Source: an optimization exercise on an open RTL-to-GDS flow (aim: small area and a short achievable clock period). Production flows keep margins and buffers that such runs may drop. Function was checked by simulation only, so behaviour that the tests miss may differ from the original. No activity file was given, so power comes from the tool's default toggle rates.

// datapath
module datapath(datapath_in, vsel, writenum, write, readnum, clk, loada, loadb, shift, asel, bsel, ALUop, loadc, loads, datapath_out, Z_out);
For scale: about 630 cells after synthesis, roughly 180 flip-flops, roughly 52 I/O pins.
Settings: LEC_CHECK=0, CAP_MARGIN=20, CORE_MARGIN=2, CORE_UTILIZATION=65, SETUP_SLACK_MARGIN=2.3, SLEW_MARGIN=20, SYNTH_HIERARCHICAL=1, SYNTH_MINIMUM_KEEP_SIZE=0; clock period 5.0 ns.
standard.sh (not shown) runs the stock make flow with config.mk's settings and CLKGATE_MAP_FILE= SYNTH_SCRIPT=/design/flow/synth_recipe.tcl, a recipe that flattens the netlist after the stock synthesis.
==> flow/flow/run.sh <==
#!/bin/bash
# Layout flow: the standard flow (standard.sh, unchanged synthesis) with
# smaller port buffers, smaller clock buffers and no dummy clock loads. Each tool's full output
# stays in orfs/logs/; make's own output goes to flow_make.log here.
set -euo pipefail
bash standard.sh \
  "BUFFER_PORTS_ARGS=-buffer_cell sky130_fd_sc_hd__buf_2" \
  "CTS_ARGS=-sink_clustering_enable -repair_clock_nets -dont_use_dummy_load -buf_list sky130_fd_sc_hd__clkbuf_8" \
  finish > flow_make.log 2>&1
The first run completed without violations.
==> next run, changes <==
--- a/flow/flow/run.sh
+++ b/flow/flow/run.sh
@@ -5,5 +5,5 @@
 set -euo pipefail
 bash standard.sh \
-  "BUFFER_PORTS_ARGS=-buffer_cell sky130_fd_sc_hd__buf_2" \
+  "BUFFER_PORTS_ARGS=-buffer_cell sky130_fd_sc_hd__buf_1" \
   "CTS_ARGS=-sink_clustering_enable -repair_clock_nets -dont_use_dummy_load -buf_list sky130_fd_sc_hd__clkbuf_8" \
   finish > flow_make.log 2>&1
--- a/flow/config.mk
+++ b/flow/config.mk
@@ -9,5 +9,5 @@
 export CORE_MARGIN = 2
 export CORE_UTILIZATION = 65
-export SETUP_SLACK_MARGIN = 2.3
+export SETUP_SLACK_MARGIN = 2.2
 export SLEW_MARGIN = 20
 export SYNTH_HIERARCHICAL = 1
- The changed run finished with timing, DRC and antenna clean
- routed wire length goes down by 0.72%
- clock power goes up by about 2%
- non-clock buffer count goes down by 13
- synthesized area does not change
- worst setup slack is worse by 0.087 ns
==> next run, changes <==
--- a/flow/config.mk
+++ b/flow/config.mk
@@ -8,6 +8,6 @@
 export CAP_MARGIN = 20
 export CORE_MARGIN = 2
-export CORE_UTILIZATION = 65
-export SETUP_SLACK_MARGIN = 2.2
+export CORE_UTILIZATION = 55
+export SETUP_SLACK_MARGIN = 2.3
 export SLEW_MARGIN = 20
 export SYNTH_HIERARCHICAL = 1
What happened: The new run passed the timing, design-rule and antenna checks; cell area goes up by about 5%; global-route usage goes down by 3.8 points; clock power goes down by about 1%; via count goes down by about 0.8%; die area goes up by about 18%; total power goes up by about 2.7%; setup slack improves by 0.12 ns; first-iteration DRC count goes down by about 36%; count of clock-buffer cells in the layout is unchanged; critical path depth goes up by 2.
==> next run, changes <==
--- a/flow/flow/run.sh
+++ b/flow/flow/run.sh
@@ -5,5 +5,5 @@
 set -euo pipefail
 bash standard.sh \
-  "BUFFER_PORTS_ARGS=-buffer_cell sky130_fd_sc_hd__buf_1" \
-  "CTS_ARGS=-sink_clustering_enable -repair_clock_nets -dont_use_dummy_load -buf_list sky130_fd_sc_hd__clkbuf_8" \
+  "BUFFER_PORTS_ARGS=-buffer_cell sky130_fd_sc_hd__buf_2" \
+  "CTS_ARGS=-sink_clustering_enable -repair_clock_nets -dont_use_dummy_load -buf_list sky130_fd_sc_hd__clkbuf_8 -sink_clustering_size 30 -sink_clustering_max_diameter 100" \
   finish > flow_make.log 2>&1
--- a/flow/config.mk
+++ b/flow/config.mk
@@ -8,5 +8,5 @@
 export CAP_MARGIN = 20
 export CORE_MARGIN = 2
-export CORE_UTILIZATION = 55
+export CORE_UTILIZATION = 65
 export SETUP_SLACK_MARGIN = 2.3
 export SLEW_MARGIN = 20
After rerunning: Design area goes down by 1.3%; total power goes down by 0.87%; critical path depth goes down by 1; cell count goes down by 1.9%; fmax goes down by 1.3%; worst setup slack loses 0.035 ns; die area goes down by 15%; core utilization goes up by 10 points; sequential power hardly moves; synthesized area is unchanged; clock-buffer cell count is unchanged.


== the baseline ==
Another version of the RTL of datapath (not shown whole).
For scale: ~600 cells after synthesis, ~52 I/O pins, about 0.0081 mm^2 of cells after synthesis.
export LEC_CHECK = 0
export CAP_MARGIN = 20
export CORE_MARGIN = 2
export CORE_UTILIZATION = 65
export SETUP_SLACK_MARGIN = 3.0
export SLEW_MARGIN = 20
export SYNTH_HIERARCHICAL = 1
export SYNTH_MINIMUM_KEEP_SIZE = 0
create_clock -name core_clock -period 5.0 [get_ports {clk}]
==> flow/flow/run.sh <==
#!/bin/bash
# Layout flow: the standard flow (standard.sh, unchanged synthesis) with
# smaller port buffers and no dummy clock loads. Each tool's full output
# stays in orfs/logs/; make's own output goes to flow_make.log here.
set -euo pipefail
bash standard.sh \
  "BUFFER_PORTS_ARGS=-buffer_cell sky130_fd_sc_hd__buf_2" \
  "CTS_ARGS=-sink_clustering_enable -repair_clock_nets -dont_use_dummy_load" \
  finish > flow_make.log 2>&1
Inputs modified between the baseline and the candidate:
Settings: changing SETUP_SLACK_MARGIN from 3.0 to 2.3.
--- a/flow/flow/run.sh
+++ b/flow/flow/run.sh
@@ -7,3 +7,3 @@
   "BUFFER_PORTS_ARGS=-buffer_cell sky130_fd_sc_hd__buf_2" \
-  "CTS_ARGS=-sink_clustering_enable -repair_clock_nets -dont_use_dummy_load" \
+  "CTS_ARGS=-sink_clustering_enable -repair_clock_nets -dont_use_dummy_load -buf_list sky130_fd_sc_hd__clkbuf_8" \
   finish > flow_make.log 2>&1
## What came out
The candidate reports a lower post-route worst hold slack than the baseline does.
Between the baseline and the candidate, placed wire-length estimate decreased.
In the candidate relative to the baseline, placed instance area had gone down slightly.
The baseline -> the candidate: post-synthesis share of cell area spent on and, or, nand and nor gates flat
[compare] base=the baseline new=the candidate: post-layout instance area saw a decrease; part of the power in combinational logic rose 0.3 points; routed wire length fell by 8.0%.
Launch point of the worst path: shift[1] -> the baseline, bsel -> the candidate
Share of cells above drive strength 1 was lower in the run labelled the candidate.

==> afterwards: timing with drivers on the ports <==
In the flow no input, the clock included, has a driving cell. The finished layouts below were timed again as built, in two steps. Step 1 (the two cells are an assumption about what drives the block):
set clk [get_ports {clk}]
set_driving_cell -lib_cell sky130_fd_sc_hd__clkbuf_16 $clk
set_driving_cell -lib_cell sky130_fd_sc_hd__buf_2 [delete_from_list [all_inputs] $clk]
Step 2, shift: input delay + t, output delay - t, t = (earliest + latest rising clock arrival at the registers) / 2. This alone moves slack from input paths to output paths. a / b / c = ideal ports / drivers / drivers and shift; a / b = the first two.
| run | t, ns | setup WS [ns] | worst setup path at the end | clock arrival spread, ns | worst slew at a driven data input, ns |
|---|---|---|---|---|---|
| the first run of note 1 | 0.467 | 2.326 / 2.311 / 1.845 | input to register | 0.031 / 0.031 | 0.07 |
| the second run of note 1 | 0.475 | 2.240 / 2.224 / 1.750 | input to register | 0.029 / 0.029 | 0.05 |
| the third run of note 1 | 0.460 | 2.362 / 2.327 / 1.867 | input to register | 0.044 / 0.044 | 0.07 |
| the fourth run of note 1 | 0.467 | 2.326 / 2.311 / 1.845 | input to register | 0.031 / 0.031 | 0.07 |
| the baseline | 0.463 | 2.217 / 2.205 / 1.743 | input to register | 0.022 / 0.023 | 0.07 |
| the candidate | 0.478 | 2.270 / 2.257 / 1.779 | input to register | 0.034 / 0.034 | 0.06 |
After both steps every run listed still meets setup and hold. The setup slack of the third run of note 1, which loses most, moves by -0.035 ns with the drivers and by -0.495 ns with both steps.
